From an optimization exercise on the open Yosys and OpenROAD flow, aimed at small area; shortcuts taken in it are not production practice. In this exercise RTL edits were held to simulation tests only and were not proved equivalent to the original. Power and IR drop assume default switching activity.

// APP
module APP (
  input CLK,
  input CLR,
  input CE,
  input BTN_FILL_FACTOR_INC,
  input BTN_FILL_FACTOR_DEC,
  input BTN_SEL_INC,
  input BTN_SEL_DEC,
  output [7:0] DISP_7SEG_DATA,
  output [7:0] DISP_7SEG_EN,
  output RGB_R_CH,
  output RGB_G_CH,
  output RGB_B_CH
);
  reg [6:0] pre;
  reg [9:0] cnt;
  wire tick = CE & (&pre);          
  wire tick_rgb = CE & pre[0];      
  wire [7:0] tp;
  wire [10:0] tc;
  assign tp[0] = CE;
  assign tc[0] = tick;
  genvar i;
  generate
    for (i = 0; i < 7; i = i + 1) begin : pre_chain
      assign tp[i+1] = tp[i] & pre[i];
    end
    for (i = 0; i < 10; i = i + 1) begin : cnt_chain
      assign tc[i+1] = tc[i] & cnt[i];
    end
  endgenerate
  always @(posedge CLK or posedge CLR) begin
    if (CLR) begin
      pre <= 7'd28;
      cnt <= 10'd16;
    end else begin
      pre <= (pre ^ tp[6:0]) | {2'b00, {3{tp[7]}}, 2'b00};
      cnt <= (cnt ^ tc[9:0]) | {5'b0, {2{tc[10]}}, 3'b0};
    end
  end
  wire [2:0] dig = cnt[2:0];
  wire blink = ~(cnt[9] & (|cnt[8:2]) & ~(&cnt[8:3]));
  wire init = ~|{cnt[9:5], cnt[3], cnt[0]};
  ...
export LEC_CHECK = 0
export CAP_MARGIN = 20
export CORE_MARGIN = 2
export CORE_UTILIZATION = 50
export SLEW_MARGIN = 20
create_clock -name core_clock -period 10.0 [get_ports {CLK}]
standard.sh (not shown) runs the stock make flow with config.mk's settings and CLKGATE_MAP_FILE= SYNTH_SCRIPT=/design/flow/synth_recipe.tcl, a recipe that flattens the netlist after the stock synthesis.
==> flow/flow/run.sh <==
#!/bin/bash
# Standard ORFS layout with an area-oriented ABC mapping script (no adder
# extraction before it), small port
# buffers and a clock tree without dummy loads.
set -euo pipefail
HERE=$(pwd)
rm -rf "$HERE/scripts_local"
cp -r "$FLOW_HOME/scripts" "$HERE/scripts_local"
cp "$HERE/flow/abc_area.script" "$HERE/scripts_local/abc_area.script"
# Leave adders and counters to ABC instead of mapping them to half/full
# adder cells first (registers are not affected).
sed -i 's/^  extract_fa {\*}\[dont_use_extract_fa_args\]/  # extract_fa skipped/' "$HERE/scripts_local/synth.tcl"
grep -q "extract_fa skipped" "$HERE/scripts_local/synth.tcl"
bash standard.sh \
  SCRIPTS_DIR="$HERE/scripts_local" \
  ABC_AREA=1 \
  BUFFER_PORTS_ARGS="-buffer_cell sky130_fd_sc_hd__buf_1" \
  CTS_ARGS="-sink_clustering_enable -sink_clustering_size 100 -sink_clustering_max_diameter 500 -buf_list {sky130_fd_sc_hd__clkbuf_4 sky130_fd_sc_hd__clkbuf_8} -dont_use_dummy_load -repair_clock_nets" \
  finish > "$HERE/orfs_flow.log" 2>&1
==> flow/flow/abc_area.script <==
strash
&get -n
&st
&dch -f
&nf -R 1000
&put
The starting point completed without violations.
Rerun with:
--- a/flow/design.v
+++ b/flow/design.v
@@ -39,12 +39,14 @@
       cnt <= (cnt ^ tc[9:0]) | {5'b0, {2{tc[10]}}, 3'b0};
     end
   end
   wire [2:0] dig = cnt[2:0];
   wire blink = ~(cnt[9] & (|cnt[8:2]) & ~(&cnt[8:3]));
   wire init = ~|{cnt[9:5], cnt[3], cnt[0]};
+  wire first = ~|{cnt[9:5], cnt[3:0]};
+  wire start = first & ~tick;
   reg [10:0] ui, ud;
   wire ui_held = |ui[10:2];
   wire ud_held = |ud[10:2];
   wire ui_end = ui[10] & ui[8] & ui[7] & ui[6] & ui[5];    
   wire ud_end = ud[10] & ud[8] & ud[7] & ud[6] & ud[5];
   wire ui_up = tick & ((~ui_held & ui[1] & ui[0]) | ui_end);
@@ -57,19 +59,16 @@
       assign ti[i+1] = ti[i] & ui[i];
       assign td[i+1] = td[i] & ud[i];
     end
   endgenerate
   wire ui_ld = tick & ui_end;
   wire ud_ld = tick & ud_end;
-  wire ui_clr = tick & ~BTN_FILL_FACTOR_INC;
-  wire ud_clr = tick & ~BTN_FILL_FACTOR_DEC;
-  always @(posedge CLK or posedge CLR) begin
-    if (CLR) begin
-      ui <= 11'd0;
-      ud <= 11'd0;
-    end else begin
+  wire ui_clr = (tick & ~BTN_FILL_FACTOR_INC) | start;
+  wire ud_clr = (tick & ~BTN_FILL_FACTOR_DEC) | start;
+  always @(posedge CLK) begin
+    begin
       ui <= {11{~ui_clr}} & (((ui ^ ti[10:0]) & ~{4'b0, {2{ui_ld}}, 5'b0}) | {6'b0, {2{ui_ld}}, 1'b0, ui_ld, 1'b0});
       ud <= {11{~ud_clr}} & (((ud ^ td[10:0]) & ~{4'b0, {2{ud_ld}}, 5'b0}) | {6'b0, {2{ud_ld}}, 1'b0, ud_ld, 1'b0});
     end
   end
   reg [2:0] d_si, d_sd;
   wire [2:0] n_si, n_sd;
@@ -112,22 +111,16 @@
   assign n_si[1] = (~(_c00_)&~(_c13_)) | (~(tick)&~(_c13_));
   assign _c14_ = (~(tick)) | (~(BTN_SEL_DEC)) | (~(d_sd[1]));
   assign n_sd[2] = (~(tick)&~(_c04_)) | (~(_c14_));
   assign _c15_ = (~(BTN_SEL_INC)) | (~(tick)) | (~(d_si[1]));
   assign n_si[2] = (~(_c01_)&~(tick)) | (~(_c15_));
   reg [1:0] sel;
-  always @(posedge CLK or posedge CLR) begin
-    if (CLR) begin
-      d_si <= 3'b000;
-      d_sd <= 3'b000;
-      sel <= 2'd0;
-    end else begin
-      d_si <= n_si;
-      d_sd <= n_sd;
-      sel <= nsel;
-    end
+  always @(posedge CLK) begin
+    d_si <= n_si & {3{~start}};
+    d_sd <= n_sd & {3{~start}};
+    sel <= nsel & {2{~start}};
   end
   wire si_held = d_si[2] & ~d_si[0];
   wire sd_held = d_sd[2] & ~d_sd[0];
   wire ff_inc = ui_up & ~ud_held;
   wire ff_dec = ud_up & ~ui_held;
   reg [7:0] ff_r, ff_g, ff_b;
@@ -137,14 +130,14 @@
   generate
     for (i = 0; i < 8; i = i + 1) begin : chain
       assign c[i+1] = c[i] & ~(cur[i] ^ ff_inc);
     end
   endgenerate
   wire [7:0] nxt = cur ^ c[7:0];
-  always @(posedge CLK or posedge CLR) begin
-    if (CLR) begin
+  always @(posedge CLK) begin
+    if (start) begin
       ff_r <= 8'd0;
       ff_g <= 8'd0;
       ff_b <= 8'd0;
     end else begin
       if (sel == 2'd1) ff_r <= nxt;
       if (sel == 2'd2) ff_g <= nxt;
@@ -173,15 +166,15 @@
     for (i = 0; i < 8; i = i + 1) begin : cmp
       assign cr[i+1] = (p[i] & ff_r[i]) | (cr[i] & (p[i] | ff_r[i]));
       assign cg[i+1] = (p[i] & ff_g[i]) | (cg[i] & (p[i] | ff_g[i]));
       assign cb[i+1] = (p[i] & ff_b[i]) | (cb[i] & (p[i] | ff_b[i]));
     end
   endgenerate
-  assign RGB_R_CH = ~CLR & cr[8];
-  assign RGB_G_CH = ~CLR & cg[8];
-  assign RGB_B_CH = ~CLR & cb[8];
+  assign RGB_R_CH = ~CLR & ~first & cr[8];
+  assign RGB_G_CH = ~CLR & ~first & cg[8];
+  assign RGB_B_CH = ~CLR & ~first & cb[8];
   assign DISP_7SEG_EN = {2'b11, ~({6{CE}} & {dig == 3'd6, dig == 3'd5, dig == 3'd4,
                                              dig == 3'd3, dig == 3'd2, dig == 3'd1})};
   reg [3:0] data;
   reg a_dp;
   wire [3:0] mux_data;
   wire mux_dp;
After rerunning: Die area shrinks by 5.0%; cell count does not change; worst setup slack is worse by 0.13 ns; count of clock-buffer cells in the layout is unchanged; global-route usage rose by 0.54 points; maximum frequency went down by 2.3%; power goes down by 2.3%; area after synthesis falls by 5.2%; via count grows by 1.2%.

[port drivers added, routing unchanged]
In the flow no input, the clock included, has a driving cell. The finished layouts below were timed again as built, in two steps.
Step 1: set_driving_cell puts a clkbuf_16 on CLK and a buf_2 on each other input, an assumption about the parent block.
Step 2 times the ports against the registers' clock, not the clock port: input delays grow and output delays shrink by t, the midpoint of the rising clock arrivals with the driver on.
Slacks: no drivers / after step 1 / after step 2; pairs: no drivers / after step 1.
run	t, ns	slack for setup (ns)	latest minus earliest clock arrival (ns)	worst data-port slew with drivers (ns)	cell pins on the clock port's net
the first run	0.365	4.673 / 4.685 / 4.320	0.023 / 0.022	0.03	1
the second run	0.362	4.546 / 4.556 / 4.194	0.026 / 0.026	0.03	1
After both steps every run listed still meets setup and hold. The setup slack of the first run, which loses most, moves by +0.012 ns with the drivers and by -0.353 ns with both steps.
